This is an optimization exercise on Yosys and OpenROAD, whose aim is small area, a short achievable clock period and few clock cycles, not a production implementation.
Only simulation tests tie the RTL to the original design; equivalence was not proved.
Power and IR drop assume default switching activity.

File: design/flow/config.mk
export PLATFORM = sky130hd
export DESIGN_NAME = speedflow_core
export DESIGN_NICKNAME = speedflow_core
export VERILOG_FILES = /design/flow/design.v
export SDC_FILE = /design/flow/constraint.sdc
export NUM_CORES = 4
export LEC_CHECK = 0
export CAP_MARGIN = 20
export CORE_MARGIN = 2
export CORE_UTILIZATION = 40
export PLACE_DENSITY = 0.6
export SLEW_MARGIN = 20
File: design/flow/constraint.sdc
create_clock -name core_clock -period 11.0 [get_ports {clk}]
set_input_delay 2.2000 -clock core_clock [delete_from_list [all_inputs] [get_ports {clk}]]
set_output_delay 2.2000 -clock core_clock [all_outputs]
set_load 0.01 [all_outputs]
File: design/flow/design.v
`timescale 1ns / 1ps
module ks_add #(parameter N = 32, parameter L = 5) (
    input  [N-1:0] a,
    input  [N-1:0] b,
    input          ci,
    output [N-1:0] s
);
    wire [N-1:0] p0 = a ^ b;
    wire [N-1:0] g [0:L];
    wire [N-1:0] p [0:L];
    assign g[0] = (a & b) | {{(N-1){1'b0}}, p0[0] & ci};
    assign p[0] = p0;
    genvar i, k;
    generate
        for (k = 0; k < L; k = k + 1) begin : lvl
            for (i = 0; i < N; i = i + 1) begin : bit_
                if (i >= (1 << k)) begin : comb
                    assign g[k+1][i] = g[k][i] | (p[k][i] & g[k][i - (1 << k)]);
                    assign p[k+1][i] = p[k][i] & p[k][i - (1 << k)];
                end else begin : pass
                    assign g[k+1][i] = g[k][i];
                    assign p[k+1][i] = p[k][i];
                end
            end
        end
    endgenerate
    assign s = p0 ^ {g[L][N-2:0], ci};
endmodule
module lt_cmp #(parameter N = 32, parameter L = 5) (
    input  [N-1:0] a,
    input  [N-1:0] b,
    output         lt
);
    wire [N-1:0] l [0:L];    
    wire [N-1:0] e [0:L];    
    assign l[0] = ~a & b;
    assign e[0] = ~(a ^ b);
    genvar i, k;
    generate
        for (k = 0; k < L; k = k + 1) begin : lvl
            for (i = 0; i < (N >> (k + 1)); i = i + 1) begin : grp
                assign l[k+1][i] = l[k][2*i+1] | (e[k][2*i+1] & l[k][2*i]);
                assign e[k+1][i] = e[k][2*i+1] & e[k][2*i];
            end
            for (i = (N >> (k + 1)); i < N; i = i + 1) begin : unused
                assign l[k+1][i] = 1'b0;
                assign e[k+1][i] = 1'b0;
            end
        end
    endgenerate
    assign lt = l[L][0];
endmodule
`timescale 1ns / 1ps
module reg_file(
    input               clk,
    input       [4:0]   ra1,
    input       [4:0]   ra2,
    output wire [31:0]  rd1,
    output wire [31:0]  rd2,
    input               we,      
    input       [4:0]   wa,
    input       [31:0]  wd
);
    reg [31:0] gpr [1:31];
    always @(posedge clk) begin
        if (we) gpr[wa] <= wd;
    end
    assign rd1 = (ra1 == 5'd0) ? 32'd0 : gpr[ra1];
    assign rd2 = (ra2 == 5'd0) ? 32'd0 : gpr[ra2];
endmodule
`timescale 1ns / 1ps
module speedflow_core(
    input               clk,
    input               rst,
    output wire [31:0]  imem_addr,
    input       [31:0]  imem_rdata,
    output wire [31:0]  dmem_addr,
    output wire [3:0]   dmem_wstrb,
    output wire [31:0]  dmem_wdata,
    input       [31:0]  dmem_rdata
);
    reg  [29:0] pc_f;            
    reg         d_valid;
    reg  [31:0] d_ir;
    reg  [29:0] d_pc;
    reg         d_hit0, d_hit1;  
    reg         d_lui, d_auipc, d_jal, d_jalr, d_br, d_load, d_store, d_opimm, d_op, d_sys, d_taken;
    reg  [31:0] e_a, e_b, e_s;   
    reg  [29:0] e_alt;           
    reg         e_we, e_load, e_store, e_jalr, e_ecall, e_mret, e_csr;
    reg  [4:0]  e_rd;
    reg  [2:0]  e_f3;
    reg         e_sub, e_sra;
    reg         e_r_add, e_r_sll, e_r_slt, e_r_sltu, e_r_xor, e_r_sr, e_r_or, e_r_and, e_r_link, e_r_csr;
    reg         e_fa_m, e_fa_w, e_fa_n, e_fb_m, e_fb_w, e_fb_n, e_fs_m, e_fs_w, e_fs_n;
    reg         e_ceq1, e_ceq0, e_clt1, e_clt0, e_cltu1, e_cltu0;  
    reg         kill;            
    reg  [3:0]  e_csel;          
    reg  [31:0] m_res;
    reg         m_we, m_load;
    reg  [4:0]  m_rd;
    reg  [2:0]  m_f3;
    reg  [3:0]  m_wstrb;
    reg  [31:0] m_wdata;
    reg  [31:0] w_val;
    reg         w_we;
    reg  [4:0]  w_rd;
    reg  [31:0] mstatus, mtvec, mepc, mcause;
    reg         b_v0, b_v1, b_rr;
    reg  [7:0]  b_tag0, b_tag1;
    reg  [11:0] b_tgt0, b_tgt1;
    assign imem_addr = {pc_f, 2'b00};
    wire hit0 = b_v0 && (b_tag0 == pc_f[7:0]);
    wire hit1 = b_v1 && (b_tag1 == pc_f[7:0]) && !hit0;
    wire [29:0] pc_f1 = pc_f + 30'd1;
    wire [29:0] pc_pred = hit0 ? {pc_f[29:12], b_tgt0} :
                          hit1 ? {pc_f[29:12], b_tgt1} : pc_f1;
    wire [2:0] f3  = d_ir[14:12];
    wire [4:0] rs1 = d_ir[19:15];
    wire [4:0] rs2 = d_ir[24:20];
    wire [4:0] rd  = d_ir[11:7];
    wire [4:0] p_opc = imem_rdata[6:2];
    wire p_jal = p_opc == 7'b1101111 >> 2;
    wire p_br  = p_opc == 7'b1100011 >> 2;
    wire is_lui   = d_lui;
    wire is_auipc = d_auipc;
    wire is_jal   = d_jal;
    wire is_jalr  = d_jalr;
    wire is_br    = d_br;
    wire is_load  = d_load;
    wire is_store = d_store;
    wire is_opimm = d_opimm;
    wire is_op    = d_op;
    wire is_sys   = d_sys;
    wire is_csr   = is_sys && (f3 != 3'b000);
    wire is_ecall = is_sys && (d_ir[31:7] == 25'd0);
    wire is_mret  = is_sys && (d_ir[31:7] == 25'b0011000_00010_00000_000_00000);
    wire is_alu   = is_op || is_opimm;
    wire use1 = is_jalr || is_br || is_load || is_store || is_alu || (is_csr && !f3[2]);
    wire use2 = is_br || is_store || is_op;
    wire wr   = (is_lui || is_auipc || is_jal || is_jalr || is_load || is_alu || is_csr) && (rd != 5'd0);
    wire [31:0] imm_i = {{20{d_ir[31]}}, d_ir[31:20]};
    wire [31:0] imm_s = {{20{d_ir[31]}}, d_ir[31:25], d_ir[11:7]};
    wire [31:0] imm_u = {d_ir[31:12], 12'b0};
    wire [29:0] off_b = {{20{d_ir[31]}}, d_ir[7], d_ir[30:25], d_ir[11:9]};    
    wire [29:0] off_j = {{12{d_ir[31]}}, d_ir[19:12], d_ir[20], d_ir[30:22]};  
    wire [29:0] off   = is_jal ? off_j : off_b;
    wire [29:0] d_tgt;
    ks_add #(.N(30), .L(5)) u_tgt(.a(d_pc), .b(off), .ci(1'b0), .s(d_tgt));
    wire [29:0] d_pc1 = d_pc + 30'd1;
    wire [29:0] cx = d_pc ^ off ^ pc_f;
    wire [29:0] ck = (d_pc & off) | ((d_pc ^ off) & ~pc_f);
    wire        tgt_ok = (cx == {ck[28:0], 1'b0});
    wire        d_pred = d_hit0 || d_hit1;
    wire        dv = d_valid && !kill;
    wire        mismatch = dv && (d_taken ? !tgt_ok : d_pred);
    wire [29:0] d_next = d_taken ? d_tgt : d_pc1;
    wire [31:0] rf1, rf2;
    reg_file u_reg_file(
        .clk (clk),
        .ra1 (rs1),
        .ra2 (rs2),
        .rd1 (rf1),
        .rd2 (rf2),
        .we  (w_we),
        .wa  (w_rd),
        .wd  (w_val)
    );
    wire [31:0] r1 = (w_we && w_rd == rs1) ? w_val : rf1;
    wire [31:0] r2 = (w_we && w_rd == rs2) ? w_val : rf2;
    wire m1 = e_we && (e_rd == rs1);    
    wire m2 = e_we && (e_rd == rs2);
    wire w1 = m_we && (m_rd == rs1);
    wire w2 = m_we && (m_rd == rs2);
    wire stall = dv && e_load && ((use1 && m1) || (use2 && m2));
    wire [31:0] a = ({32{e_fa_m}} & m_res) | ({32{e_fa_w}} & w_val) | ({32{e_fa_n}} & e_a);
    wire [31:0] b = ({32{e_fb_m}} & m_res) | ({32{e_fb_w}} & w_val) | ({32{e_fb_n}} & e_b);
    wire [31:0] s = ({32{e_fs_m}} & m_res) | ({32{e_fs_w}} & w_val) | ({32{e_fs_n}} & e_s);
    wire [31:0] sum;
    ks_add #(.N(32), .L(5)) u_add(.a(a), .b(b ^ {32{e_sub}}), .ci(e_sub), .s(sum));
    wire ltu, lt;
    lt_cmp #(.N(32), .L(5)) u_ltu(.a(a), .b(b), .lt(ltu));
    lt_cmp #(.N(32), .L(5)) u_lt(.a({~a[31], a[30:0]}), .b({~b[31], b[30:0]}), .lt(lt));
    wire        eq  = (a == b);
    wire [31:0] sll_r = a << b[4:0];
    wire [31:0] sr_r  = (a >> b[4:0]) | ({32{e_sra & a[31]}} & ~(32'hffffffff >> b[4:0]));
    wire [31:0] csr_old = ({32{e_csel[0]}} & mstatus) | ({32{e_csel[1]}} & mtvec) |
                          ({32{e_csel[2]}} & mepc)    | ({32{e_csel[3]}} & mcause);
    wire [31:0] res = ({32{e_r_add}}  & sum) |
                      ({32{e_r_sll}}  & sll_r) |
                      ({32{e_r_slt}}  & {31'd0, lt}) |
                      ({32{e_r_sltu}} & {31'd0, ltu}) |
                      ({32{e_r_xor}}  & (a ^ b)) |
                      ({32{e_r_sr}}   & sr_r) |
                      ({32{e_r_or}}   & (a | b)) |
                      ({32{e_r_and}}  & (a & b)) |
                      ({32{e_r_link}} & e_s) |
                      ({32{e_r_csr}}  & csr_old);
    wire br_miss  = !kill && ((e_ceq1 & eq) | (e_ceq0 & !eq) | (e_clt1 & lt) | (e_clt0 & !lt) |
                              (e_cltu1 & ltu) | (e_cltu0 & !ltu));
    wire ex_jump  = !kill && (e_jalr || e_ecall || e_mret);
    wire ex_redir = br_miss || ex_jump;
    wire [29:0] ex_tgt = e_jalr  ? sum[31:2] :
                         e_ecall ? mtvec[31:2] :
                         e_mret  ? mepc[31:2] : e_alt;
    wire [31:0] csr_new = (e_f3[1:0] == 2'b01) ? a :
                          (e_f3[1:0] == 2'b10) ? (csr_old | a) : (csr_old & ~a);
    reg [3:0] strb;
    always @(*) begin
        case (e_f3[1:0])
            2'b00:   strb = 4'b0001 << sum[1:0];
            2'b01:   strb = sum[1] ? 4'b1100 : 4'b0011;
            default: strb = 4'b1111;
        endcase
    end
    wire [31:0] wdata = (e_f3[1:0] == 2'b00) ? {4{s[7:0]}} :
                        (e_f3[1:0] == 2'b01) ? {2{s[15:0]}} : s;
    assign dmem_addr  = m_res;
    assign dmem_wstrb = m_wstrb;
    assign dmem_wdata = m_wdata;
    wire [31:0] rword = dmem_rdata >> {m_res[1:0], 3'b000};
    reg  [31:0] ldata;
    always @(*) begin
        case (m_f3)
            3'b000:  ldata = {{24{rword[7]}}, rword[7:0]};
            3'b001:  ldata = {{16{rword[15]}}, rword[15:0]};
            3'b100:  ldata = {24'd0, rword[7:0]};
            3'b101:  ldata = {16'd0, rword[15:0]};
            default: ldata = rword;
        endcase
    end
    wire [29:0] pc_n0 = stall ? pc_f : mismatch ? d_next : pc_pred;
    always @(posedge clk) begin
        if (rst) begin
            pc_f    <= 32'h80000000 >> 2;
            d_valid <= 1'b0;
            kill    <= 1'b0;
        end else begin
            pc_f    <= ex_redir ? ex_tgt : pc_n0;
            kill    <= ex_redir;
            if (!stall) d_valid <= !mismatch;
        end
    end
    always @(posedge clk) begin
        if (!stall) begin
            d_ir   <= imem_rdata;
            d_pc   <= pc_f;
            d_hit0 <= hit0;
            d_hit1 <= hit1;
            d_lui   <= p_opc == 7'b0110111 >> 2;
            d_auipc <= p_opc == 7'b0010111 >> 2;
            d_jal   <= p_jal;
            d_jalr  <= p_opc == 7'b1100111 >> 2;
            d_br    <= p_br;
            d_load  <= p_opc == 7'b0000011 >> 2;
            d_store <= p_opc == 7'b0100011 >> 2;
            d_opimm <= p_opc == 7'b0010011 >> 2;
            d_op    <= p_opc == 7'b0110011 >> 2;
            d_sys   <= p_opc == 7'b1110011 >> 2;
            d_taken <= p_jal || (p_br && imem_rdata[31]);
        end
    end
    always @(posedge clk) begin
        if (rst) begin
            b_v0 <= 1'b0;
            b_v1 <= 1'b0;
            b_rr <= 1'b0;
        end else if (mismatch && !stall) begin
            if (d_taken) begin
                if (d_hit0 || (!d_hit1 && !b_rr)) begin
                    b_v0   <= 1'b1;
                    b_tag0 <= d_pc[7:0];
                    b_tgt0 <= d_tgt[11:0];
                end else begin
                    b_v1   <= 1'b1;
                    b_tag1 <= d_pc[7:0];
                    b_tgt1 <= d_tgt[11:0];
                end
                if (!d_pred) b_rr <= !b_rr;
            end else begin
                if (d_hit0) b_v0 <= 1'b0;
                if (d_hit1) b_v1 <= 1'b0;
            end
        end
    end
    wire fa = use1 && !(is_csr && f3[2]);
    wire fb = is_op || is_br;
    wire go = dv && !stall;
    always @(posedge clk) begin
        if (rst) begin
            e_we <= 1'b0; e_load <= 1'b0; e_store <= 1'b0;
            e_ceq1 <= 1'b0; e_ceq0 <= 1'b0; e_clt1 <= 1'b0; e_clt0 <= 1'b0; e_cltu1 <= 1'b0; e_cltu0 <= 1'b0;
            e_jalr <= 1'b0; e_ecall <= 1'b0; e_mret <= 1'b0; e_csr <= 1'b0;
        end else begin
            e_we    <= go && wr;
            e_load  <= go && is_load;
            e_store <= go && is_store;
            e_jalr  <= go && is_jalr;
            e_ecall <= go && is_ecall;
            e_mret  <= go && is_mret;
            e_csr   <= go && is_csr;
            e_ceq1  <= go && is_br && (f3[2:1] == 2'b00) && !(f3[0] ^ d_taken);
            e_ceq0  <= go && is_br && (f3[2:1] == 2'b00) &&  (f3[0] ^ d_taken);
            e_clt1  <= go && is_br && (f3[2:1] == 2'b10) && !(f3[0] ^ d_taken);
            e_clt0  <= go && is_br && (f3[2:1] == 2'b10) &&  (f3[0] ^ d_taken);
            e_cltu1 <= go && is_br && (f3[2:1] == 2'b11) && !(f3[0] ^ d_taken);
            e_cltu0 <= go && is_br && (f3[2:1] == 2'b11) &&  (f3[0] ^ d_taken);
        end
    end
    always @(posedge clk) begin
        e_a <= is_lui ? 32'd0 :
               (is_auipc || is_ecall) ? {d_pc, 2'b00} :
               (is_csr && f3[2]) ? {27'd0, rs1} : r1;
        e_b <= (is_op || is_br) ? r2 :
               is_store ? imm_s :
               (is_lui || is_auipc) ? imm_u : imm_i;
        e_s <= (is_jal || is_jalr) ? {d_pc1, 2'b00} : r2;
        e_alt <= d_taken ? d_pc1 : d_tgt;
        e_rd  <= rd;
        e_f3  <= f3;
        e_sub <= is_op && f3 == 3'b000 && d_ir[30];
        e_sra <= d_ir[30];
        e_r_add  <= is_lui || is_auipc || is_load || is_store || (is_alu && f3 == 3'b000);
        e_r_sll  <= is_alu && f3 == 3'b001;
        e_r_slt  <= is_alu && f3 == 3'b010;
        e_r_sltu <= is_alu && f3 == 3'b011;
        e_r_xor  <= is_alu && f3 == 3'b100;
        e_r_sr   <= is_alu && f3 == 3'b101;
        e_r_or   <= is_alu && f3 == 3'b110;
        e_r_and  <= is_alu && f3 == 3'b111;
        e_r_link <= is_jal || is_jalr;
        e_r_csr  <= is_csr;
        e_csel   <= {d_ir[31:20] == 12'h342, d_ir[31:20] == 12'h341,
                     d_ir[31:20] == 12'h305, d_ir[31:20] == 12'h300};
        e_fa_m <= fa && m1;
        e_fa_w <= fa && !m1 && w1;
        e_fa_n <= !(fa && (m1 || w1));
        e_fb_m <= fb && m2;
        e_fb_w <= fb && !m2 && w2;
        e_fb_n <= !(fb && (m2 || w2));
        e_fs_m <= is_store && m2;
        e_fs_w <= is_store && !m2 && w2;
        e_fs_n <= !(is_store && (m2 || w2));
    end
    always @(posedge clk) begin
        if (rst) begin
            mstatus <= 32'd0;
            mtvec   <= 32'd0;
            mepc    <= 32'd0;
            mcause  <= 32'd0;
        end else if (kill) begin
        end else if (e_ecall) begin
            mepc    <= {e_a[31:2], 2'b00};
            mcause  <= 32'd11;
        end else if (e_csr) begin
            if (e_csel[0]) mstatus <= csr_new;
            if (e_csel[1]) mtvec   <= csr_new;
            if (e_csel[2]) mepc    <= csr_new;
            if (e_csel[3]) mcause  <= csr_new;
        end
    end
    always @(posedge clk) begin
        if (rst) begin
            m_we    <= 1'b0;
            m_load  <= 1'b0;
            m_wstrb <= 4'b0000;
        end else begin
            m_we    <= e_we && !kill;
            m_load  <= e_load;
            m_wstrb <= (e_store && !kill) ? strb : 4'b0000;
        end
    end
    always @(posedge clk) begin
        m_res   <= res;
        m_rd    <= e_rd;
        m_f3    <= e_f3;
        m_wdata <= wdata;
    end
    always @(posedge clk) begin
        if (rst) w_we <= 1'b0;
        else     w_we <= m_we;
        w_rd  <= m_rd;
        w_val <= m_load ? ldata : m_res;
    end
endmodule
File: design/flow/flow/run.sh
#!/bin/bash
set -euo pipefail
bash standard.sh SETUP_SLACK_MARGIN=7 finish > flow_make.log 2>&1
File: design/flow/standard.sh
#!/bin/bash
# synth_recipe.tcl (not shown) runs the flow's synth.tcl, then flattens the netlist and writes it again
# the make line also repeats each setting of config.mk as NAME=value (left out here)
make -C /OpenROAD-flow-scripts/flow DESIGN_CONFIG=/design/flow/config.mk WORK_HOME=/design/flow/orfs CLKGATE_MAP_FILE= SYNTH_SCRIPT=/design/flow/synth_recipe.tcl "${@:-finish}"
==> results of run 1 <==
==> worst reg2reg max path, stage by stage (launching register included) <==
cell                       delay [ns]
sky130_fd_sc_hd__dfxtp_4         0.36
sky130_fd_sc_hd__buf_12          0.17
sky130_fd_sc_hd__a222oi_1        0.53
sky130_fd_sc_hd__buf_4           0.22
sky130_fd_sc_hd__inv_2           0.05
sky130_fd_sc_hd__ha_4            0.23
sky130_fd_sc_hd__or4_4           0.57
sky130_fd_sc_hd__nor4b_4         0.32
sky130_fd_sc_hd__buf_12          0.16
sky130_fd_sc_hd__nand4_1         0.22
sky130_fd_sc_hd__mux2_4          0.39
sky130_fd_sc_hd__nor4_4          0.33
sky130_fd_sc_hd__a31oi_4         0.15
sky130_fd_sc_hd__buf_6           0.20
sky130_fd_sc_hd__buf_12          0.15
sky130_fd_sc_hd__buf_8           0.14
sky130_fd_sc_hd__nand2_8         0.12
sky130_fd_sc_hd__o32ai_4         0.09
==> cells in the mapped netlist (31+ instances only) <==
cell type,n,area [um^2]
sky130_fd_sc_hd__buf_1,89,334
sky130_fd_sc_hd__mux2i_1,318,3180
sky130_fd_sc_hd__ha_1,157,1960
sky130_fd_sc_hd__a222oi_1,94,941
sky130_fd_sc_hd__o221a_2,33,372
sky130_fd_sc_hd__a22oi_1,50,375
sky130_fd_sc_hd__clkbuf_1,415,1560
sky130_fd_sc_hd__nand3_1,66,330
sky130_fd_sc_hd__o211ai_1,52,390
sky130_fd_sc_hd__nor4_1,32,200
sky130_fd_sc_hd__nor3_1,82,410
sky130_fd_sc_hd__mux4_2,555,12500
sky130_fd_sc_hd__nand4_1,36,225
sky130_fd_sc_hd__nor2_1,498,1870
sky130_fd_sc_hd__xor2_1,95,832
sky130_fd_sc_hd__o21ai_0,255,1280
sky130_fd_sc_hd__dfxtp_1,461,9230
sky130_fd_sc_hd__a211oi_1,135,1010
sky130_fd_sc_hd__a22o_1,42,368
sky130_fd_sc_hd__mux2_2,61,687
sky130_fd_sc_hd__edfxtp_1,1100,33000
sky130_fd_sc_hd__nor2b_1,51,319
sky130_fd_sc_hd__nand2_1,563,2110
sky130_fd_sc_hd__fa_1,31,621
sky130_fd_sc_hd__xnor2_1,131,1150
sky130_fd_sc_hd__a221oi_1,64,561
sky130_fd_sc_hd__a21o_1,36,270
sky130_fd_sc_hd__inv_1,136,510
sky130_fd_sc_hd__a21oi_1,472,2360
==> through the flow <==
stage          cell area, um^2  total power [mW]  utilization  std cells
2_1_floorplan            82100              8.16            -       6513
3_3_place_gp             87100              9.28        0.427       9048
3_5_place_dp             87100              9.30        0.427       9051
4_1_cts                  95700              15.3        0.469       9536
5_1_grt                  96800              15.8        0.474       9594
6_report                 96800              15.4        0.474       9600
==> cell type report <==
cell class                      count  area share
Sequential cell                  1561       0.439
Multi-Input combinational cell   4274       0.401
Timing Repair Buffer              603      0.0602
Clock buffer                      225      0.0477
Tap cell                         2688      0.0347
Clock inverter                     98      0.0112
Inverter                          143     0.00608
Antenna cell                        8    0.000207
==> state kept, by name, summed over array words and instances (netlist names), 8 cells and up, named ones only <==
signal,flops
d_ir,25
mepc,32
m_wdata,32
e_alt,30
b_tag1,8
u_reg_file.gpr,992
e_a,32
b_tgt1,12
mcause,32
b_tag0,8
pc_f,30
m_res,32
e_s,32
b_tgt0,12
mstatus,32
e_b,32
d_pc,30
mtvec,32
w_val,32
==> where the power goes <==
part           total (mW)  internal (mW)  switching, mW
Combinational        2.87           1.06           1.81
Clock                5.83           3.26           2.57
Sequential           6.72           6.51          0.212
Total                15.4           10.8           4.60
==> layout by cell type, fill, tap and decap left out, types with 94 or more instances in the layout <==
cell type | synthesis | final
sky130_fd_sc_hd__clkdlybuf4s50_1 | 0 | 96
sky130_fd_sc_hd__dfxtp_1 | 461 | 373
sky130_fd_sc_hd__o21ai_0 | 255 | 229
sky130_fd_sc_hd__nor2_1 | 498 | 457
sky130_fd_sc_hd__a21oi_1 | 472 | 459
sky130_fd_sc_hd__a222oi_1 | 94 | 94
sky130_fd_sc_hd__inv_1 | 136 | 128
sky130_fd_sc_hd__xnor2_1 | 131 | 124
sky130_fd_sc_hd__mux4_2 | 555 | 555
sky130_fd_sc_hd__nand2_1 | 563 | 551
sky130_fd_sc_hd__clkbuf_16 | 0 | 175
sky130_fd_sc_hd__buf_4 | 3 | 358
sky130_fd_sc_hd__a211oi_1 | 135 | 115
sky130_fd_sc_hd__ha_1 | 157 | 139
sky130_fd_sc_hd__mux2i_1 | 318 | 311
sky130_fd_sc_hd__edfxtp_1 | 1100 | 1100
==> path summary, 6_finish.rpt <==
check	cells past startpoint	endpoint	slack (ns)
setup / recovery	17	pc_f[24]	6.40
hold / removal	0	m_f3[2]	0.33
setup reg to reg	17	pc_f[24]	6.40
hold reg to reg	0	m_f3[2]	0.33
==> kinds of logic after synthesis <==
kind of cell,synth area share
compound gates,0.119
fa+ha+maj,0.0315
buf+inv,0.0317
flops,0.515
simple gates,0.0792
other cells,0.0000457
mux,0.200
xor+xnor,0.0241
==> metal layers <==
metal,track usage,vias up
met5,0,-
met4,0.217,20
met3,0.0780,1002
met2,0.498,3958
met1,0.402,32100
li1,-,25800
==> what timing repair did <==
item,in CTS,in global routing
resized for setup,398,109
setup endpoints to repair,248,118
setup buffers,146,51
gates cloned,16,3
pin swaps,64,57
==> flow_results.org, run 1 <==
** Outcome
- The flow ran to the end and the layout has no timing, DRC or antenna violations.

** Pwr
- In this run the static leakage power is 34.1 nW.
- Peak supply drop :: 0.000152 V
- PwrDens :: 159 nW/um^2

** Timing
- Setup violations remaining at the end of the flow were counted as 0.
- The tightest hold path in the finished design has a slack of 0.325 ns.
- Total count of max-transition violations in the final report :: 0
- At the pin with the least slew margin, the transition time is 1.34 ns.
- Final-report hold violation count :: 0
- Minimum clock period after layout :: 4.60 ns
- Setup total negative slack on the finished layout was measured at 0 ns.
- Across the routed clock network, the largest skew measured is 0.0820 ns.
- Final critical-path setup slack :: 6.40 ns
- Unrepaired setup endpoints after global routing :: true
- For this run, the top clock speed supported by timing is 217 MHz.
- Headroom to the max-slew limit came out at 0.107.
- Final critical-path share of the clock period :: 0.418

** Drt
- DRT Pass-1 Iters :: 8
- The highest metal layer carrying signal wires in the routed design is met5.
- Total vias in the final route :: 62900
- DRC errors left :: 0
- Wire length on met3 :: 35300 um
- Iter 0 DRT Violations :: 9547
- In the final routing, the length of wire on met1 measures 126000 um.
- Post-Route WL :: 345000 um
- In the routed layout, each cell is associated on average with a via count of 6.55.
- Dividing the detail-routed wire length by the instance count gives 36.0 um.
- The count of nets left with antenna violations once routing finished came out at 0.
- Total met2 wirelength after detailed routing :: 156000 um

** Synth
- Fraction of registers with async set or reset after synthesis :: 0
- Warnings, synthesis :: 5
- In this run the cell area of the synthesized design comes to 82000 um^2.
- Avg Synthesized Cell Area :: 12.6 um^2
- Synthesis handed over a netlist of 6512 instances.
- Counting flops and latches in the post-synthesis netlist gives 1561.
- Distinct cell type count after synthesis :: 83
- Most used flip-flop cell after synthesis :: sky130_fd_sc_hd__edfxtp_1
- Post-synth EDFFs :: 1100
- For this run, the register share of the synthesized area comes to 0.515.

** Placement
- OpenSTA, run right after detailed placement, puts the worst setup slack at 5.18 ns.
- Final GP Congestion :: 1.02
- Hpwl dp :: 224000 um
- Port buffering added 161 buffers.

** Clocking
- The root buffer cell chosen for the clock tree is sky130_fd_sc_hd__clkbuf_16.
- Cts hold-fix bufs :: 0
- Clock-pin slew was measured on the worst setup and hold paths at 0.07 ns.
- CTS saw 1561 sinks.
- TritonCTS built the clock tree.
- The later pin in the worst-skew pair is clocked with a latency of 0.88 ns.
- Number of buffers between clock root and the deepest sink :: 3
- Htree depth :: 4
- Total CTS buffers :: 172

** Worst setup path
- The worst setup path is captured at a flop.
- On the critical path the largest part of the delay comes from simple AND/OR/NAND/NOR gates.
- Critical-path cell with the highest stage delay :: sky130_fd_sc_hd__or4_4
- The largest single stage delay on the critical path is 0.57 ns.
- The critical path contains buffers and inverters numbering 7 combined.
- The critical path is of the reg2reg type.
- Data arrives at the worst endpoint at 5.29 ns.
- Sequence of cells on the critical path :: buf_12 -> a222oi_1 -> buf_4 -> inv_2 -> ha_4 -> or4_4 -> nor4b_4 -> buf_12 -> nand4_1 -> mux2_4 -> nor4_4 -> a31oi_4 -> buf_6 -> buf_12 -> buf_8 -> nand2_8 -> o32ai_4
- Setup crit start kind :: flop
- In this run the critical register-to-register path is launched from e_fa_m.
- In this design, the critical path's most frequently occurring cell is sky130_fd_sc_hd__buf_12.
- Launch point of the critical path :: e_fa_m
- Along the worst path, the maximum fanout reaches 16.
- Data on the critical path is required at its endpoint by 11.70 ns.

** GRT
- Maximum number of pins on one net before global-route repair :: 102
- Overall fraction of global-route tracks in use :: 0.322
- Global-route wire length before repair :: 475000 um
- The number of global-route vias before repair is 60600.
- Global routing finished with a remaining overflow of 0.
- The initial antenna violation count came to 29.

** Floorplan
- Total Die Area :: 209000 um^2
- Effective utilization at floorplan :: 0.402
- The initialized floorplan defines 166 standard-cell rows.
- Measured along the x axis, the die boundary spans 457 um.
- 166 I/O pins were placed.
- Die Y-Extent :: 457 um
- Core area :: 204000 um^2

** Finish
- After filler insertion, the fill cell instance count of the layout stands at 18000.
- Share of cells above drive strength 1 :: 0.244
- In the final layout, the multi-input gates occupy 38800 um^2.
- The sequential cells in the finished layout cover a total of 42500 um^2.
- The net count of the finished layout is 7009.
- Layout area overhead :: 18.0%

** Worst hold path
- The min-delay analysis places its worst path in the category reg2reg.
- In this run the most critical hold path is launched from e_f3[2].

** Run
- Maxcap violations :: 0
Testbench counts, summed over its fixed seeds: cycles 113,962.
==> run 2, diff against run 1 <==
==> design/flow/run.sh (new file) <==
#!/bin/bash
# synth_recipe.tcl (not shown) runs the flow's synth.tcl, then flattens the netlist and writes it again
# the make line also repeats each setting of config.mk as NAME=value (left out here)
make -C /OpenROAD-flow-scripts/flow DESIGN_CONFIG=/design/flow/config.mk WORK_HOME=/design/flow/orfs CLKGATE_MAP_FILE= SYNTH_SCRIPT=/design/flow/synth_recipe.tcl finish
--- a/design/flow/config.mk
+++ b/design/flow/config.mk
@@ -9,4 +9,5 @@
 export CORE_MARGIN = 2
 export CORE_UTILIZATION = 40
 export PLACE_DENSITY = 0.6
+export SETUP_SLACK_MARGIN = 5
 export SLEW_MARGIN = 20
removed: design/flow/flow/run.sh
removed: design/flow/standard.sh
==> run 2 against run 1 <==
  * Area after synthesis unchanged
  * Clock skew down 0.023 ns
  * First-iteration DRC count down 4.7%
  * Wire length down 2.9%
  * Setup slack worse by 1.4 ns
  * Power down 0.69%
  * Clock power up 3%
  * Register-to-register slack worse by 1.4 ns
  * Die area unchanged
  * Critical path depth down 2
  * Critical path type unchanged
  * Critical endpoint unchanged
  * Largest cell class unchanged
  * Largest power group unchanged
==> flow_results.org, run 2 <==
** Outcome
- Outcome :: finished clean

** GRT
- The initial antenna violation count came to 22 (-24%).
- The number of global-route vias before repair is 58700 (-3.1%).
- The first-pass GRT wire length was 463000 um (-2.5%).
- Maximum number of pins on one net before global-route repair :: 94 (-7.8%)
- Overall fraction of global-route tracks in use :: 0.315 (-0.00767)
- The remaining global-route overflow is 0 (unchanged).

** Worst setup path
- The depth of the worst register-to-register path was 15 (-2).
- The worst setup path is launched from a flop.
- Biggest fanout along the worst timing path :: 40 (+24)
- Crit path required time :: 11.71 ns (about the same)
- The endpoint identified for the worst register-to-register timing path is pc_f[24].
- STA classifies the critical path endpoint as a flop.
- Type of the worst setup path :: reg2reg
- The critical path arrival came to 6.73 ns (+1.44 ns).
- The slack of the worst reg-to-reg path is 4.99 ns (-1.42 ns).
- R2r startpoint :: e_fb_w

** Finish
- Compared with the post-synthesis result, the final layout area differs by 13.4%.
- Most frequent standard cell in the layout excluding fill and tap cells :: sky130_fd_sc_hd__edfxtp_1
- Final net count :: 6800 (-3.0%)
- Number of fill cells in the layout :: 18300 (+1.9%)
- Post-Layout Inst Area :: 93000 um^2 (-4.0%)
- Final cell count without fillers :: 9374 (-2.4%)
- Register Area :: 42300 um^2 (-0.39%)
- The fraction of the core area covered by cells at the end of the flow is 0.455 (-0.0187).
- The combined area of the multi-input logic cells was 37500 um^2 (-3.2%).
- The flip-flop count of the largest register, all copies and words added is 992 (unchanged).
- The fraction of final layout cells with drive strength greater than 1 was 0.187 (-0.0567).
- The library cells used most frequently in the layout, excluding fill and tap cells, are 1100 x sky130_fd_sc_hd__edfxtp_1, 562 x sky130_fd_sc_hd__nand2_1, 555 x sky130_fd_sc_hd__mux4_2.
- u_reg_file.gpr holds more flip-flops than any other register.

** Synth
- The number of synthesis warnings was 5 (unchanged).
- Synth cell count leaders :: 1100 x sky130_fd_sc_hd__edfxtp_1, 563 x sky130_fd_sc_hd__nand2_1, 555 x sky130_fd_sc_hd__mux4_2, 498 x sky130_fd_sc_hd__nor2_1, 472 x sky130_fd_sc_hd__a21oi_1
- Top area cells in the synthesized netlist :: sky130_fd_sc_hd__edfxtp_1 40%, sky130_fd_sc_hd__mux4_2 15%, sky130_fd_sc_hd__dfxtp_1 11%
- Post-synth EDFFs :: 1100 (unchanged)
- The share of synthesized area occupied by flip-flops and latches came to 0.515 (unchanged).
- Distinct cell type count after synthesis :: 83 (unchanged)
- The number of flip-flops and latches in the synthesized netlist is 1561 (unchanged).
- Avg Synthesized Cell Area :: 12.6 um^2 (unchanged)
- The post-synth design cell area was 82000 um^2 (unchanged).
- The most common cell in the synthesized netlist is sky130_fd_sc_hd__edfxtp_1.
- The share of synthesized flip-flops with an asynchronous set or reset is 0 (unchanged).
- Most used flip-flop cell after synthesis :: sky130_fd_sc_hd__edfxtp_1
- The share of Yosys cell area claimed by the top area cell type was 0.403 (unchanged).
- The largest total area in the synthesized netlist belongs to sky130_fd_sc_hd__edfxtp_1.
- The synthesized netlist cell count came to 6512 (unchanged).

** Pwr
- The internal power of the cells came to 10.8 mW (about the same).
- Switching power :: 4.48 mW (-2.5%)
- The peak supply drop is 0.000183 V (+20%).
- Leakage power figure :: 32.2 nW (-5.4%)
- The switching share of power came to 0.293 (-0.00551).
- The share of total power in sequential cells is 0.438 (+0.002).
- The ratio of total power to cell area was 165 nW/um^2 (+3.4%).
- Share of power burned in the clock network :: 0.392 (+0.014)
- The part of the power in combinational logic is 0.170 (-0.016).
- Total power :: 15.3 mW (-0.69%)

** Drt
- The post-detailed-routing wire length came to 335000 um (-2.9%).
- The detailed-router iteration count before antenna repair came to 12 (+4).
- The DRC violation count after routing came to 0 (unchanged).
- Total vias in the final route :: 61100 (-2.9%)
- Wire per inst :: 35.8 um (-0.52%)
- Iter 0 DRT Violations :: 9099 (-4.7%)
- The post-detailed-route via-to-cell ratio is 6.52 (-0.54%).
- The number of nets with antenna violations after routing was 0 (unchanged).

** Clocking
- The worst-case clock buffer depth is 3 (unchanged).
- Skew-Pair Late Insertion Delay :: 0.87 ns (about the same)
- The clock sink count was 1561 (unchanged).
- The H-tree depth reported by CTS came to 4 (unchanged).
- Register clock-pin slew on the reported worst setup and hold paths :: 0.06 ns (about the same)
- TritonCTS built the clock tree.
- Root cell of the clock tree :: sky130_fd_sc_hd__clkbuf_16
- Total CTS buffers :: 172 (unchanged)

** Timing
- Worst slew margin relative to its limit :: 0.123 (+0.0155)
- Upper clock frequency limit :: 166 MHz (-24%)
- Worst-Margin Slew :: 1.30 ns (-0.0371 ns)
- Final-report hold violation count :: 0 (unchanged)
- Setup repair after global routing left no endpoint under its margin.
- Total count of max-transition violations in the final report :: 0 (unchanged)
- Final critical-path share of the clock period :: 0.547 (+0.129)
- Setup TNS Final :: 0 ns (unchanged)
- The setup-violating endpoint count in the final report is 0 (unchanged).
- Clock Skews :: 0.0588 ns (-0.0232 ns)
- Hold WS :: 0.325 ns (-0.000814 ns)
- Final critical-path setup slack :: 4.99 ns (-1.42 ns)
- Minimum clock period after layout :: 6.01 ns (+1.42 ns)

** Floorplan
- The floorplan die width came to 457 um (unchanged).
- Core area :: 204000 um^2 (unchanged)
- The vertical extent of the die was 457 um (unchanged).
- Total Die Area :: 209000 um^2 (unchanged)
- Number of primary I/O pins :: 166 (unchanged)
- Effective utilization at floorplan :: 0.402 (unchanged)
- Number of placement rows :: 166 (unchanged)

** Placement
- The number of placed instances, taps included is 9055 (+0.044%).
- The cell area reported after detailed placement is 87100 um^2 (about the same).
- Post-Place Setup Slack :: 4.84 ns (-0.335 ns)
- Final GP Congestion :: 1.01 (-0.76%)
- Buffers added on ports :: 161 (unchanged)
- Hpwl dp :: 223000 um (-0.42%)

** Worst hold path
- Start point of the worst hold path :: e_f3[2]
- Worst Hold Class :: reg2reg
- The cell count of the worst hold path came to 0 (unchanged).
- The worst hold path terminates at m_f3[2].

** Run
- Maxcap violations :: 0 (unchanged)
## run 2: cell count changes in the layout (fill, tap and decap cells not counted), sizes merged, moves of 5 or more
| cell | delta |
|---|---|
| clkdlybuf4s15 | -6 |
| buf | -200 |
| inv | +6 |
| bufbuf | -6 |
| diode | -5 |
| clkinv | -12 |
| dlygate4sd2 | -56 |
| clkbuf | -18 |
| clkdlybuf4s50 | +64 |
| bufinv | +10 |
## run 2: final cells by class
| type | count | share of cell area |
|---|---|---|
| Clock buffer | 210 | 0.0483 |
| Clock inverter | 101 | 0.0139 |
| Inverter | 143 | 0.00580 |
| Antenna cell | 3 | 0.0000808 |
| Timing Repair Buffer | 395 | 0.0367 |
| Sequential cell | 1561 | 0.455 |
| Tap cell | 2688 | 0.0362 |
| Multi-Input combinational cell | 4273 | 0.404 |
## run 2: critical path, stage by stage, from the launching register on
cell and delay (ns):
sky130_fd_sc_hd__dfxtp_1 0.30, sky130_fd_sc_hd__buf_4 0.26, sky130_fd_sc_hd__a222oi_1 0.38, sky130_fd_sc_hd__buf_4 0.41
sky130_fd_sc_hd__inv_2 0.21, sky130_fd_sc_hd__ha_1 0.37, sky130_fd_sc_hd__nor2b_1 0.05, sky130_fd_sc_hd__or4_1 0.49
sky130_fd_sc_hd__a211oi_1 0.58, sky130_fd_sc_hd__o32ai_1 0.36, sky130_fd_sc_hd__a2111oi_2 0.71, sky130_fd_sc_hd__mux2i_1 0.27
sky130_fd_sc_hd__a31oi_4 0.17, sky130_fd_sc_hd__buf_4 0.51, sky130_fd_sc_hd__nand2_1 0.44, sky130_fd_sc_hd__o32ai_1 0.24
## run 2: layer usage
layer / share of wire / global-route usage / vias to the layer above / wire, um
met4: 0.080 / 0.214 / 10 / 27000
met5: 0.00020 / 0 / - / 68
met2: 0.45 / 0.484 / 3727 / 151000
met3: 0.096 / 0.0679 / 884 / 32100
met1: 0.37 / 0.399 / 31100 / 125000
li1: - / - / 25400 / -
## run 2: power by group through the flow
| stage | registers, mW | logic [mW] | clock network (mW) |
|---|---|---|---|
| floorplan | 6.78 | 1.37 | 0 |
| global placement | 6.83 | 2.48 | 0 |
| detailed placement | 6.83 | 2.49 | 0 |
| CTS | 6.70 | 2.50 | 6.06 |
| global route | 6.71 | 2.69 | 6.28 |
| finish | 6.71 | 2.60 | 6.00 |
## run 2: timing repair
action,4_1_cts,5_1_grt
hold buffers,0,0
buffers inserted,0,4
resized for setup,2,4
endpoints found under the setup margin,3,7
pin swaps,0,2
hold endpoints to repair,0,0
## run 2: worst max-delay path by stage
stage          startpoint   endpoint  slack, ns  cells after the start
2_1_floorplan    w_val[1]  m_res[18]       6.29                     15
3_3_place_gp     m_res[0]   pc_f[14]       4.82                     16
3_5_place_dp     m_res[0]   pc_f[14]       4.84                     16
4_1_cts          m_res[0]   pc_f[16]       5.11                     17
5_1_grt            e_fb_m   pc_f[24]       5.02                     15
6_report           e_fb_w   pc_f[24]       4.99                     15
## run 2: logic make-up (layout without fill, tap and decap cells)
group | count (synthesis) | count (layout) | share of synthesized area
adder cells (fa/ha/maj) | 188 | 188 | 0.0315
multiplexers | 934 | 934 | 0.200
AND/OR/NAND/NOR | 1476 | 1476 | 0.0792
buffers and inverters | 679 | 849 | 0.0317
flip-flops | 1561 | 1561 | 0.515
AO/OA/AOI/OAI | 1447 | 1447 | 0.119
XOR/XNOR | 226 | 226 | 0.0241
other | 1 | 5 | 0.0000457
==> run 3, diff against run 2 <==
--- a/design/flow/design.v
+++ b/design/flow/design.v
@@ -92,7 +92,9 @@
     reg  [2:0]  e_f3;
     reg         e_sub, e_sra;
     reg         e_r_add, e_r_sll, e_r_slt, e_r_sltu, e_r_xor, e_r_sr, e_r_or, e_r_and, e_r_link, e_r_csr;
-    reg         e_fa_m, e_fa_w, e_fa_n, e_fb_m, e_fb_w, e_fb_n, e_fs_m, e_fs_w, e_fs_n;
+    reg         e_fa_m, e_fa_w, e_fa_n, e_fb_m, e_fb_w, e_fb_n, e_fs_m, e_fs_w, e_fs_n, e_fs_l;
+    reg         e_skip1;         
+    reg         kill1;           
     reg         e_ceq1, e_ceq0, e_clt1, e_clt0, e_cltu1, e_cltu0;  
     reg         kill;            
     reg  [3:0]  e_csel;          
@@ -168,14 +170,19 @@
     );
     wire [31:0] r1 = (w_we && w_rd == rs1) ? w_val : rf1;
     wire [31:0] r2 = (w_we && w_rd == rs2) ? w_val : rf2;
-    wire m1 = e_we && (e_rd == rs1);    
-    wire m2 = e_we && (e_rd == rs2);
+    wire e_we_v   = e_we && !kill1;
+    wire e_load_v = e_load && !kill1;
+    wire m1 = e_we_v && (e_rd == rs1);    
+    wire m2 = e_we_v && (e_rd == rs2);
     wire w1 = m_we && (m_rd == rs1);
     wire w2 = m_we && (m_rd == rs2);
-    wire stall = dv && e_load && ((use1 && m1) || (use2 && m2));
+    wire stall = dv && e_load_v && ((use1 && m1) || ((is_br || is_op) && m2));
+    wire skip1 = is_br && (d_ir[31:25] == 7'd0) && (d_ir[11:7] == 5'b01000);
+    wire d_simple = !(d_br || d_jal || d_jalr || d_sys || d_hit0 || d_hit1);
     wire [31:0] a = ({32{e_fa_m}} & m_res) | ({32{e_fa_w}} & w_val) | ({32{e_fa_n}} & e_a);
     wire [31:0] b = ({32{e_fb_m}} & m_res) | ({32{e_fb_w}} & w_val) | ({32{e_fb_n}} & e_b);
-    wire [31:0] s = ({32{e_fs_m}} & m_res) | ({32{e_fs_w}} & w_val) | ({32{e_fs_n}} & e_s);
+    wire [31:0] ldata;
+    wire [31:0] s = ({32{e_fs_m}} & m_res) | ({32{e_fs_w}} & w_val) | ({32{e_fs_n}} & e_s) | ({32{e_fs_l}} & ldata);
     wire [31:0] sum;
     ks_add #(.N(32), .L(5)) u_add(.a(a), .b(b ^ {32{e_sub}}), .ci(e_sub), .s(sum));
     wire ltu, lt;
@@ -196,9 +203,12 @@
                       ({32{e_r_and}}  & (a & b)) |
                       ({32{e_r_link}} & e_s) |
                       ({32{e_r_csr}}  & csr_old);
-    wire br_miss  = !kill && ((e_ceq1 & eq) | (e_ceq0 & !eq) | (e_clt1 & lt) | (e_clt0 & !lt) |
+    wire killE    = kill || kill1;
+    wire nul_ok   = e_skip1 && d_valid && !kill && d_simple;
+    wire br_raw   = !killE && ((e_ceq1 & eq) | (e_ceq0 & !eq) | (e_clt1 & lt) | (e_clt0 & !lt) |
                               (e_cltu1 & ltu) | (e_cltu0 & !ltu));
-    wire ex_jump  = !kill && (e_jalr || e_ecall || e_mret);
+    wire br_miss  = br_raw && !nul_ok;
+    wire ex_jump  = !killE && (e_jalr || e_ecall || e_mret);
     wire ex_redir = br_miss || ex_jump;
     wire [29:0] ex_tgt = e_jalr  ? sum[31:2] :
                          e_ecall ? mtvec[31:2] :
@@ -219,25 +229,19 @@
     assign dmem_wstrb = m_wstrb;
     assign dmem_wdata = m_wdata;
     wire [31:0] rword = dmem_rdata >> {m_res[1:0], 3'b000};
-    reg  [31:0] ldata;
-    always @(*) begin
-        case (m_f3)
-            3'b000:  ldata = {{24{rword[7]}}, rword[7:0]};
-            3'b001:  ldata = {{16{rword[15]}}, rword[15:0]};
-            3'b100:  ldata = {24'd0, rword[7:0]};
-            3'b101:  ldata = {16'd0, rword[15:0]};
-            default: ldata = rword;
-        endcase
-    end
+    assign ldata = (m_f3[1:0] == 2'b00) ? {{24{rword[7] & !m_f3[2]}}, rword[7:0]} :
+                   (m_f3[1:0] == 2'b01) ? {{16{rword[15] & !m_f3[2]}}, rword[15:0]} : rword;
     wire [29:0] pc_n0 = stall ? pc_f : mismatch ? d_next : pc_pred;
     always @(posedge clk) begin
         if (rst) begin
             pc_f    <= 32'h80000000 >> 2;
             d_valid <= 1'b0;
             kill    <= 1'b0;
+            kill1   <= 1'b0;
         end else begin
             pc_f    <= ex_redir ? ex_tgt : pc_n0;
             kill    <= ex_redir;
+            kill1   <= br_raw && nul_ok;
             if (!stall) d_valid <= !mismatch;
         end
     end
@@ -288,12 +292,13 @@
     wire go = dv && !stall;
     always @(posedge clk) begin
         if (rst) begin
-            e_we <= 1'b0; e_load <= 1'b0; e_store <= 1'b0;
+            e_we <= 1'b0; e_load <= 1'b0; e_store <= 1'b0; e_skip1 <= 1'b0;
             e_ceq1 <= 1'b0; e_ceq0 <= 1'b0; e_clt1 <= 1'b0; e_clt0 <= 1'b0; e_cltu1 <= 1'b0; e_cltu0 <= 1'b0;
             e_jalr <= 1'b0; e_ecall <= 1'b0; e_mret <= 1'b0; e_csr <= 1'b0;
         end else begin
             e_we    <= go && wr;
             e_load  <= go && is_load;
+            e_skip1 <= go && skip1;
             e_store <= go && is_store;
             e_jalr  <= go && is_jalr;
             e_ecall <= go && is_ecall;
@@ -338,7 +343,8 @@
         e_fb_m <= fb && m2;
         e_fb_w <= fb && !m2 && w2;
         e_fb_n <= !(fb && (m2 || w2));
-        e_fs_m <= is_store && m2;
+        e_fs_m <= is_store && m2 && !e_load;
+        e_fs_l <= is_store && m2 && e_load;
         e_fs_w <= is_store && !m2 && w2;
         e_fs_n <= !(is_store && (m2 || w2));
     end
@@ -348,7 +354,7 @@
             mtvec   <= 32'd0;
             mepc    <= 32'd0;
             mcause  <= 32'd0;
-        end else if (kill) begin
+        end else if (killE) begin
         end else if (e_ecall) begin
             mepc    <= {e_a[31:2], 2'b00};
             mcause  <= 32'd11;
@@ -365,9 +371,9 @@
             m_load  <= 1'b0;
             m_wstrb <= 4'b0000;
         end else begin
-            m_we    <= e_we && !kill;
+            m_we    <= e_we && !killE;
             m_load  <= e_load;
-            m_wstrb <= (e_store && !kill) ? strb : 4'b0000;
+            m_wstrb <= (e_store && !killE) ? strb : 4'b0000;
         end
     end
     always @(posedge clk) begin
==> design/flow/flow/run.sh (new file) <==
#!/bin/bash
set -euo pipefail
bash standard.sh SETUP_SLACK_MARGIN=7 finish > flow_make.log 2>&1
==> design/flow/standard.sh (new file) <==
#!/bin/bash
# synth_recipe.tcl (not shown) runs the flow's synth.tcl, then flattens the netlist and writes it again
# the make line also repeats each setting of config.mk as NAME=value (left out here)
make -C /OpenROAD-flow-scripts/flow DESIGN_CONFIG=/design/flow/config.mk WORK_HOME=/design/flow/orfs CLKGATE_MAP_FILE= SYNTH_SCRIPT=/design/flow/synth_recipe.tcl "${@:-finish}"
--- a/design/flow/config.mk
+++ b/design/flow/config.mk
@@ -9,5 +9,4 @@
 export CORE_MARGIN = 2
 export CORE_UTILIZATION = 40
 export PLACE_DENSITY = 0.6
-export SETUP_SLACK_MARGIN = 5
 export SLEW_MARGIN = 20
removed: design/flow/run.sh
==> run 3 against run 2 <==
  * Clock-buffer cell count increased by 5
  * Synthesized cell count grew 2.9%
  * Clock power about the same
  * Flip-flop and latch count grew 3
  * Wire length is 1.6% higher
  * Critical path depth up 1
  * Largest cell class unchanged
  * Still clean
  * Hold slack improved by 0.0061 ns
  * Utilization up 1.2 points
  * Non-clock buffer count increased by 132
  * Critical path type unchanged
  * Combinational power up 8.1%
  * Largest power group unchanged
  * Die area up 0.97%
  * Sequential power up 0.9%
==> flow_results.org, run 3 <==
** Outcome
- The run finished with no timing, DRC or antenna violations.

** Synth
- Fraction of registers with async set or reset after synthesis :: 0 (unchanged)
- Post-synth EDFFs :: 1100 (unchanged)
- The synthesized netlist cell count was 6700 (+2.9%).
- In the post-synthesis netlist, the biggest area contributors are sky130_fd_sc_hd__edfxtp_1 40%, sky130_fd_sc_hd__mux4_2 15%, sky130_fd_sc_hd__dfxtp_1 11%.
- The XOR/XNOR share of the synthesized area is 0.0243 (+0.000189).
- Number of synthesized register bits :: 1564 (+0.19%)
- The post-synth design cell area came to 82800 um^2 (+0.98%).
- The compound-cell area share of the yosys netlist came to 0.126 (+0.00791).
- The post-synthesis area per instance is 12.4 um^2 (-1.9%).
- Most used flip-flop cell after synthesis :: sky130_fd_sc_hd__edfxtp_1
- Simple-Gate Fraction of Synth Area :: 0.0808 (+0.00162)
- Multiplexer share of the synthesized area :: 0.194 (-0.00579)
- The synthesized design spends more area on one cell type than any other, namely sky130_fd_sc_hd__edfxtp_1.
- By area, the combinational part of the netlist is dominated by multiplexers.
- Ranked by instance count, the synthesized netlist is headed by 1100 x sky130_fd_sc_hd__edfxtp_1, 588 x sky130_fd_sc_hd__nand2_1, 548 x sky130_fd_sc_hd__mux4_2, 523 x sky130_fd_sc_hd__a21oi_1, 509 x sky130_fd_sc_hd__nor2_1.
- The share of synthesized area occupied by flip-flops and latches was 0.511 (-0.00428).
- The number of synthesis warnings was 5 (unchanged).
- Post-synth top area share :: 0.399 (-0.00391)
- Distinct cell type count after synthesis :: 87 (+4.8%)
- The most common cell in the synthesized netlist is sky130_fd_sc_hd__edfxtp_1.
- Adder-cell share of the synthesized area :: 0.0312 (-0.000306)

** Finish
- Final core utilization :: 0.467 (+0.0122)
- The number of nets in the final layout is 7116 (+4.6%).
- Layout area overhead :: 16.5%
- The finished layout cell area came to 96500 um^2 (+3.8%).
- Number of flip-flops under the largest register name :: 992 (unchanged)
- Final cell count without fillers :: 9720 (+3.7%)
- Share of cells above drive strength 1 :: 0.223 (+0.0360)
- Leaving out fill and tap cells, the most frequent cells in the layout are 1100 x sky130_fd_sc_hd__edfxtp_1, 578 x sky130_fd_sc_hd__nand2_1, 548 x sky130_fd_sc_hd__mux4_2.
- Leaving out fill and tap cells, the most frequent cell in the layout is sky130_fd_sc_hd__edfxtp_1.
- Ranked by flip-flop count, first place goes to u_reg_file.gpr.
- The number of filler cells placed in the layout was 18400 (+0.022%).

** Drt
- Number of antenna-violating nets in the routed design :: 0 (unchanged)
- The routed length per placed instance came to 35.1 um (-2.0%).
- The detailed-router iteration count before antenna repair was 13 (+1).
- The post-detailed-routing wire length was 341000 um (+1.6%).
- The via total after detailed routing was 64000 (+4.7%).
- Via-to-Cell Ratio :: 6.58 (+0.96%)
- Iter 0 DRT Violations :: 10500 (+15%)
- DRC errors left :: 0 (unchanged)

** Worst setup path
- The maximum fanout count along the critical path was 7 (-83%).
- The required time of the critical path was 11.75 ns (+0.04 ns).
- Crit. End Element :: flop
- STA classifies the critical path startpoint as a flop.
- Type of the worst setup path :: reg2reg
- Arrival time of data at the critical path endpoint :: 5.71 ns (-1.02 ns)

** Pwr
- Total power :: 15.6 mW (+1.8%)
- The ratio of total power to cell area came to 162 nW/um^2 (-1.9%).
- The leakage power came to 33.5 nW (+4.0%).
- The peak supply drop came to 0.000187 V (+1.9%).

** Timing
- The number of hold violations in the final report came to 0 (unchanged).
- Total count of max-transition violations in the final report :: 0 (unchanged)
- The clock skew after layout came to 0.0473 ns (-0.0115 ns).
- The setup total negative slack was 0 ns (unchanged).
- The worst-case setup margin in the final layout is 6.04 ns (+1.06 ns).
- Worst-Margin Slew :: 1.31 ns (+0.0103 ns)
- Upper clock frequency limit :: 202 MHz (+21%)
- The headroom to the max-slew limit came to 0.125 (+0.00229).
- Hold WS :: 0.331 ns (+0.00605 ns)
- The final critical-path required period was 4.96 ns (-1.06 ns).
- Final critical-path share of the clock period :: 0.450 (-0.0962)
- Unrepaired setup endpoints after global routing :: true
- The setup-violating endpoint count in the final report came to 0 (unchanged).

** GRT
- The total track usage is 0.316 (+0.00133).
- The initial antenna violation count was 22 (unchanged).
- The first-pass GRT wire length was 471000 um (+1.6%).
- The largest net degree at the start of global routing came to 135 (+44%).
- Vias in the first global route :: 60800 (+3.6%)
- The remaining global-route overflow is 0 (unchanged).

** Clocking
- Cts hold-fix bufs :: 0 (unchanged)
- The clock sink count came to 1564 (+0.19%).
- Number of buffers between clock root and the deepest sink :: 3 (unchanged)
- Total CTS buffers :: 171 (-0.58%)
- The H-tree depth reported by CTS is 4 (unchanged).
- The worst-skew pair later-pin latency was 0.88 ns (about the same).
- Register clock-pin slew on the reported worst setup and hold paths :: 0.06 ns (about the same)
- TritonCTS built the clock tree.
- Root cell of the clock tree :: sky130_fd_sc_hd__clkbuf_16

** Placement
- The placer congestion estimate was 1.03 (+2.2%).
- Post-Place Setup Slack :: 4.71 ns (-0.135 ns)
- Buffers added on ports :: 161 (unchanged)
- Placed cell count :: 9232 (+2.0%)
- Cell Area, Placed :: 87700 um^2 (+0.76%)
- The HPWL after detailed placement is 220000 um (-1.4%).

** Floorplan
- The vertical extent of the die came to 459 um (+0.48%).
- The number of placement rows was 167 (+0.60%).
- The core region area was 206000 um^2 (+1.1%).
- Total Die Area :: 211000 um^2 (+0.97%)
- Effective utilization at floorplan :: 0.401 (-0.000529)
- Number of primary I/O pins :: 166 (unchanged)
- The floorplan die width is 459 um (+0.48%).

** Worst hold path
- The path class of the tightest hold or removal check is reg2reg.

** Run
- The max capacitance violation total came to 0 (unchanged).
[run 3: cell count changes in the layout (fill, tap and decap cells not counted), moves of 31 or more]
| cell | delta |
|---|---|
| sky130_fd_sc_hd__buf_4 | +65 |
| sky130_fd_sc_hd__clkdlybuf4s50_1 | -63 |
| sky130_fd_sc_hd__dlygate4sd2_1 | +62 |
| sky130_fd_sc_hd__dfxtp_1 | -58 |
| sky130_fd_sc_hd__dfxtp_4 | +41 |
| sky130_fd_sc_hd__mux2i_1 | -41 |
| sky130_fd_sc_hd__a221oi_1 | +35 |
| sky130_fd_sc_hd__a21oi_1 | +34 |
| sky130_fd_sc_hd__o221a_2 | -31 |
[run 3: power breakdown]
| part | switching, mW | leakage (nW) | internal, mW |
|---|---|---|---|
| Sequential | 0.245 | 14.1 | 6.52 |
| Clock | 2.55 | 2.82 | 3.46 |
| Combinational | 1.80 | 16.6 | 1.02 |
| Total | 4.59 | 33.5 | 11.0 |
[run 3: cell type report]
| cell class | instances | area (um^2) | area share |
|---|---|---|---|
| clock inverters | 100 | 1170 | 0.0121 |
| flip-flops and latches | 1564 | 42600 | 0.441 |
| diodes | 12 | 30.0 | 0.000311 |
| clock buffers | 215 | 4640 | 0.0481 |
| repair buffers | 527 | 5100 | 0.0528 |
| inverters | 157 | 606 | 0.00628 |
| multi-input cells | 4441 | 39000 | 0.404 |
| well taps | 2704 | 3380 | 0.0351 |
[run 3: repair_timing]
item | 4_1_cts | 5_1_grt
buffers inserted | 115 | 30
gates resized for setup | 339 | 84
setup endpoints to repair | 214 | 117
pin swaps | 55 | 43
gates cloned | 13 | 1
[run 3: worst paths after layout]
path / start / end / cells after the start / slack, ns
worst min-delay path: e_f3[2] / m_f3[2] / 0 / 0.33
worst min register to register: e_f3[2] / m_f3[2] / 0 / 0.33
worst max-delay path: e_fa_m / pc_f[20] / 16 / 6.04
worst max register to register: e_fa_m / pc_f[20] / 16 / 6.04
[run 3: kinds of logic (layout without fill, tap and decap cells)]
| group | count (synthesis) | in the layout |
|---|---|---|
| compound gates | 1589 | 1590 |
| flops | 1564 | 1564 |
| simple gates | 1521 | 1522 |
| mux | 909 | 909 |
| buf+inv | 698 | 999 |
| xor+xnor | 230 | 230 |
| fa+ha+maj | 188 | 188 |
| other cells | 1 | 14 |
[run 3: layer usage]
layer  track usage  share of wire
met5             0        0.00019
met4         0.216          0.083
met3        0.0711           0.10
met2         0.480           0.45
met1         0.403           0.37
[run 3: critical path: stages (launching register included)]
cell and delay (ns):
sky130_fd_sc_hd__dfxtp_4 0.38, sky130_fd_sc_hd__buf_12 0.16, sky130_fd_sc_hd__buf_12 0.15, sky130_fd_sc_hd__a222oi_1 0.46, sky130_fd_sc_hd__buf_4 0.23, sky130_fd_sc_hd__inv_1 0.08
sky130_fd_sc_hd__ha_1 0.32, sky130_fd_sc_hd__or4_1 0.56, sky130_fd_sc_hd__nor2_4 0.17, sky130_fd_sc_hd__nand4_1 0.78, sky130_fd_sc_hd__mux2i_4 0.52, sky130_fd_sc_hd__buf_12 0.17
sky130_fd_sc_hd__a31oi_4 0.21, sky130_fd_sc_hd__buf_12 0.15, sky130_fd_sc_hd__nor2_4 0.07, sky130_fd_sc_hd__buf_12 0.16, sky130_fd_sc_hd__a311oi_2 0.24
Testbench counts of run 3, summed over its fixed seeds: cycles 110,407.

separate check: timing with driven ports:
No port has a modelled driver above. Below, the same layouts with a new extraction and two added sets of constraints.
Step 1 sets driving cells, clkbuf_16 on the clock port and buf_2 on the other inputs (assumed; they add their load-dependent delay and slew).
Step 2 adds t to the input delays and takes it off the output delays; t is the mean of the earliest and latest rising clock arrival at the registers after step 1. Input paths then give back, and output paths get back, about the clock's delay inside the block.
a / b / c = ideal / step 1 / step 2; a / b = the first two.
| run | t (ns) | setup slack, ns | worst hold slack (ns) |
|---|---|---|---|
| run 1 | 0.939 | 6.402 / 6.402 / 6.093 | 0.325 / 0.325 / 0.325 |
| run 2 | 0.925 | 4.987 / 4.987 / 4.987 | 0.325 / 0.325 / 0.325 |
| run 3 | 0.943 | 6.045 / 6.045 / 6.045 | 0.331 / 0.331 / 0.331 |
After both steps setup and hold are still met in every run listed. For run 1, which loses most, drivers alone change the setup slack by 0.000 ns; drivers and shift together by -0.309 ns.
